Background: an optimization exercise with open tools, aiming at small area, a short achievable clock period and few clock cycles per item. Do not read the settings as production practice.
Function was checked by simulation only, so behaviour that the tests miss may differ from the original.
No driver is modelled on the clock port, so clock power and skew are understated where the tree is cut down; a real chip needs a root buffer or a tree.
No activity file was given, so power comes from the tool's default toggle rates.

## amber
==> flow/design.v <==
module main(output [95:0] out,output reg [95:0]fec,output reg [15:0]crc,output reg status,input data,clock,start);
    reg [4:0]  c;        
    reg [31:0] m;        
    reg [15:0] R;        
    always @(posedge clock, posedge start) begin
        if (start) begin
            c      <= 5'd0;
            status <= 1'b0;
        end else begin
            c <= c + 1'b1;
            if (c == 5'd31) status <= 1'b1;
        end
    end
    always @(posedge clock) begin
        if (!status) m <= {data, m[31:1]};
    end
    wire fb = R[15] ^ data;
    always @(posedge clock) begin
        if (start) R <= 16'hFFFF;
        else if (!status) R <= {R[14]^fb, R[13:2], R[1]^fb, R[0], fb};
    end
    wire [47:0] u = {R[0],R[1],R[2],R[3],R[4],R[5],R[6],R[7],
                     R[8],R[9],R[10],R[11],R[12],R[13],R[14],R[15], m};
    wire [47:0] p, hi, lo;
    assign p[0] = u[0];
    assign hi[1:0] = u[1:0];
    assign lo[0] = u[0];
    assign lo[1] = p[1];
    genvar k;
    generate
        for (k = 1; k < 48; k = k + 1) begin : gp
            xor2 xp(p[k], u[k], u[k-1]);
        end
        for (k = 2; k < 48; k = k + 1) begin : gc
            xor2 xh(hi[k], u[k], p[k-2]);
            xor2 xl(lo[k], p[k], p[k-2]);
        end
    endgenerate
    integer i;
    always @* begin
        crc = R;
        for (i = 0; i < 48; i = i + 1) begin
            fec[95-2*i] = hi[i];
            fec[94-2*i] = lo[i];
        end
    end
    interleaver C(fec[23:0],fec[47:24],fec[71:48],fec[95:72],out);
endmodule
module xor2(output y, input a, b);
    assign y = a ^ b;
endmodule
module interleaver(
input [23:0] byte0,
input [23:0] byte1,
input [23:0] byte2,
input [23:0] byte3,
output [95:0]OP
);
wire [23:0] out0,out1,out2,out3;
assign out0 ={byte3[5:0],byte2[5:0],byte1[5:0],byte0[5:0]};
assign out1 ={byte3[11:6],byte2[11:6],byte1[11:6],byte0[11:6]};
assign out2 ={byte3[17:12],byte2[17:12],byte1[17:12],byte0[17:12]};
assign out3 ={byte3[23:18],byte2[23:18],byte1[23:18],byte0[23:18]};
assign OP[95:0] ={out0[23:0],out1[23:0],out2[23:0],out3[23:0]};
endmodule
==> flow/config.mk <==
export PLATFORM = sky130hd
export DESIGN_NAME = main
export DESIGN_NICKNAME = main
export VERILOG_FILES = /design/flow/design.v
export SDC_FILE = /design/flow/constraint.sdc
export NUM_CORES = 4
export LEC_CHECK = 0
export CAP_MARGIN = 20
export CORE_MARGIN = 2
export CORE_UTILIZATION = 40
export CTS_BUF_LIST = sky130_fd_sc_hd__clkbuf_16
export CTS_CLUSTER_DIAMETER = 500
export CTS_CLUSTER_SIZE = 100
export SLEW_MARGIN = 20
export SYNTH_HIERARCHICAL = 1
export SYNTH_MINIMUM_KEEP_SIZE = 0
==> flow/constraint.sdc <==
create_clock -name core_clock -period 6.0 [get_ports {clock}]
set_input_delay 1.2000 -clock core_clock [delete_from_list [all_inputs] [get_ports {clock}]]
set_output_delay 1.2000 -clock core_clock [all_outputs]
set_load 0.01 [all_outputs]
standard.sh (not shown) runs the stock make flow with config.mk's settings and CLKGATE_MAP_FILE= SYNTH_SCRIPT=/design/flow/synth_recipe.tcl, a recipe that flattens the netlist after the stock synthesis.
==> flow/flow/run.sh <==
#!/bin/bash
# Standard ORFS layout (the standard.sh, unchanged synthesis), with the
# port buffers made from the smallest plain buffer instead of a delay cell.
set -euo pipefail
bash standard.sh 'BUFFER_PORTS_ARGS=-buffer_cell sky130_fd_sc_hd__buf_1' finish > standard_flow.log 2>&1
Testbench counts of amber, summed over its fixed seeds: cycles 16,896, messages 512.
The following lists how onyx was set up differently from amber:
Settings: CTS_CLUSTER_SIZE: 100 -> unset; CTS_CLUSTER_DIAMETER: 500 -> unset; CTS_BUF_LIST: sky130_fd_sc_hd__clkbuf_16 -> unset.
Relative to amber, the headroom to the max-slew limit of onyx is higher by 0.72 points. onyx vs. amber: number of buffers on the longest clock path shows no meaningful change; sequential portion of the cell area grew by 0.41 points. Compared with amber, in onyx cell-internal power went down by 10%, first-pass GRT wire length was more or less identical, overall power of the completed layout went down about 10%, via count about even. Going from amber to onyx, the largest driver fanout on the critical path was found to have gone up by 3. Comparing amber against onyx, there is no change at all in fraction of the mapped netlist area in compound gates. Clock period minus final worst setup slack, amber and onyx, lower one = amber. Of onyx and amber, it is onyx that has the lower clock network fraction of total power.
#### Input delta (indigo over onyx)
==> flow/flow/run.sh <==
#!/bin/bash
# Standard ORFS layout (the standard.sh, unchanged synthesis), with the
# port buffers made from the smallest plain buffer instead of a delay cell,
# and a flat one-level clock distribution (flow/clk.tcl) instead of an H-tree.
set -euo pipefail
bash standard.sh 'BUFFER_PORTS_ARGS=-buffer_cell sky130_fd_sc_hd__buf_1' \
  "PRE_CTS_TCL=$PWD/flow/clk.tcl" finish > standard_flow.log 2>&1
==> flow/flow/clk.tcl (new file) <==
# Manual clock distribution, sourced before CTS in place of clock_tree_synthesis:
# the clock port drives NBUF clock buffers, each feeding the flip-flops of one
# vertical slice of the placement (every register sees the same one-buffer path).
set nbuf [expr {[info exists ::env(CLK_NBUF)] ? $::env(CLK_NBUF) : 2}]
set bufcell [expr {[info exists ::env(CLK_BUF)] ? $::env(CLK_BUF) : "sky130_fd_sc_hd__clkbuf_16"}]
set block [ord::get_db_block]
set clknet [$block findNet clock]
set sinks {}
foreach it [$clknet getITerms] {
  set inst [$it getInst]
  set b [$inst getBBox]
  lappend sinks [list $it [expr {([$b xMin] + [$b xMax]) / 2}] [expr {([$b yMin] + [$b yMax]) / 2}]]
}
set sinks [lsort -integer -index 1 $sinks]
set n [llength $sinks]
set master [[ord::get_db] findMaster $bufcell]
for {set g 0} {$g < $nbuf} {incr g} {
  set lo [expr {$g * $n / $nbuf}]
  set hi [expr {($g + 1) * $n / $nbuf - 1}]
  set grp [lrange $sinks $lo $hi]
  set sx 0; set sy 0
  foreach s $grp { incr sx [lindex $s 1]; incr sy [lindex $s 2] }
  set cx [expr {$sx / [llength $grp]}]
  set cy [expr {$sy / [llength $grp]}]
  set buf [odb::dbInst_create $block $master clkbuf_man_$g]
  set net [odb::dbNet_create $block clknet_man_$g]
  $net setSigType CLOCK
  [$buf findITerm A] connect $clknet
  [$buf findITerm X] connect $net
  foreach s $grp { set it [lindex $s 0]; $it disconnect; $it connect $net }
  $buf setLocation $cx $cy
  $buf setPlacementStatus PLACED
  puts "clock buffer $g: [llength $grp] sinks at $cx $cy"
}
set_propagated_clock [all_clocks]
proc clock_tree_synthesis {args} { puts "clock_tree_synthesis skipped: manual clock buffers" }
==> comparison <==
Of onyx and indigo, the higher share of the clock period used by the worst path after layout belongs to onyx. ~same aggregate routed wire length in onyx and indigo. Of the two candidates, onyx has the better relative slew slack and indigo the worse one. indigo improves on onyx in power dissipated by switching net loads.
[inputs] violet vs indigo
Settings: putting SETUP_SLACK_MARGIN at 3.25 where nothing was set.
==> flow/flow/run.sh <==
#!/bin/bash
# Standard ORFS layout (the standard.sh, unchanged synthesis), with the
# port buffers made from the smallest plain buffer instead of a delay cell.
set -euo pipefail
bash standard.sh 'BUFFER_PORTS_ARGS=-buffer_cell sky130_fd_sc_hd__buf_1' finish > standard_flow.log 2>&1
removed: flow/flow/clk.tcl
### Flow results
violet — internal portion of total power about 12% higher, indigo as reference. Of indigo and violet, the run reporting the higher overall power of the completed layout was violet. Post-cts gate resize count was lower in the run labelled indigo. In violet the multi-input combinational cell area turned out about 34% higher than in indigo. Per the comparison of violet with indigo, register clock-pin slew on the reported worst setup and hold paths level; wire length of the first global-routing pass up 500 microns.
For cedar, these inputs were changed with respect to violet:
Settings: SETUP_SLACK_MARGIN changed from 3.25 to 3.8.
cedar completed end to end with timing, DRC and antenna clean.
Per-cell routed wire length, cedar and violet: smaller value in cedar
Compared cedar vs violet, and utilization is up in cedar.
Looking at placed wire-length estimate, cedar sits above violet.
The clock cells of indigo come from the design's own scripts or RTL, not from TritonCTS.

-- what the ideal ports hide --
Ports are ideal in the flow. The routed layouts listed here were re-timed in OpenROAD. Step 1: set_driving_cell puts a clkbuf_16 on clock and a buf_2 on each other input, an assumption about the parent block. Step 2 also shifts input and output timing later by t, the mid clock arrival at the registers, as if the neighbouring blocks saw the same clock. a / b / c = ideal ports / drivers / drivers and shift; a / b = the first two.
run	shift t [ns]	setup slack, ns	clock arrival spread, ns
amber	0.317	3.108 / 3.073 / 3.390	0.007 / 0.007
onyx	0.325	3.070 / 3.040 / 3.365	0.011 / 0.012
indigo	0.214	3.196 / 3.145 / 3.359	0.003 / 0.004
violet	0.325	3.212 / 3.181 / 3.506	0.012 / 0.012
cedar	0.332	3.270 / 3.238 / 3.570	0.004 / 0.004
After both steps setup and hold are still met in every run listed.
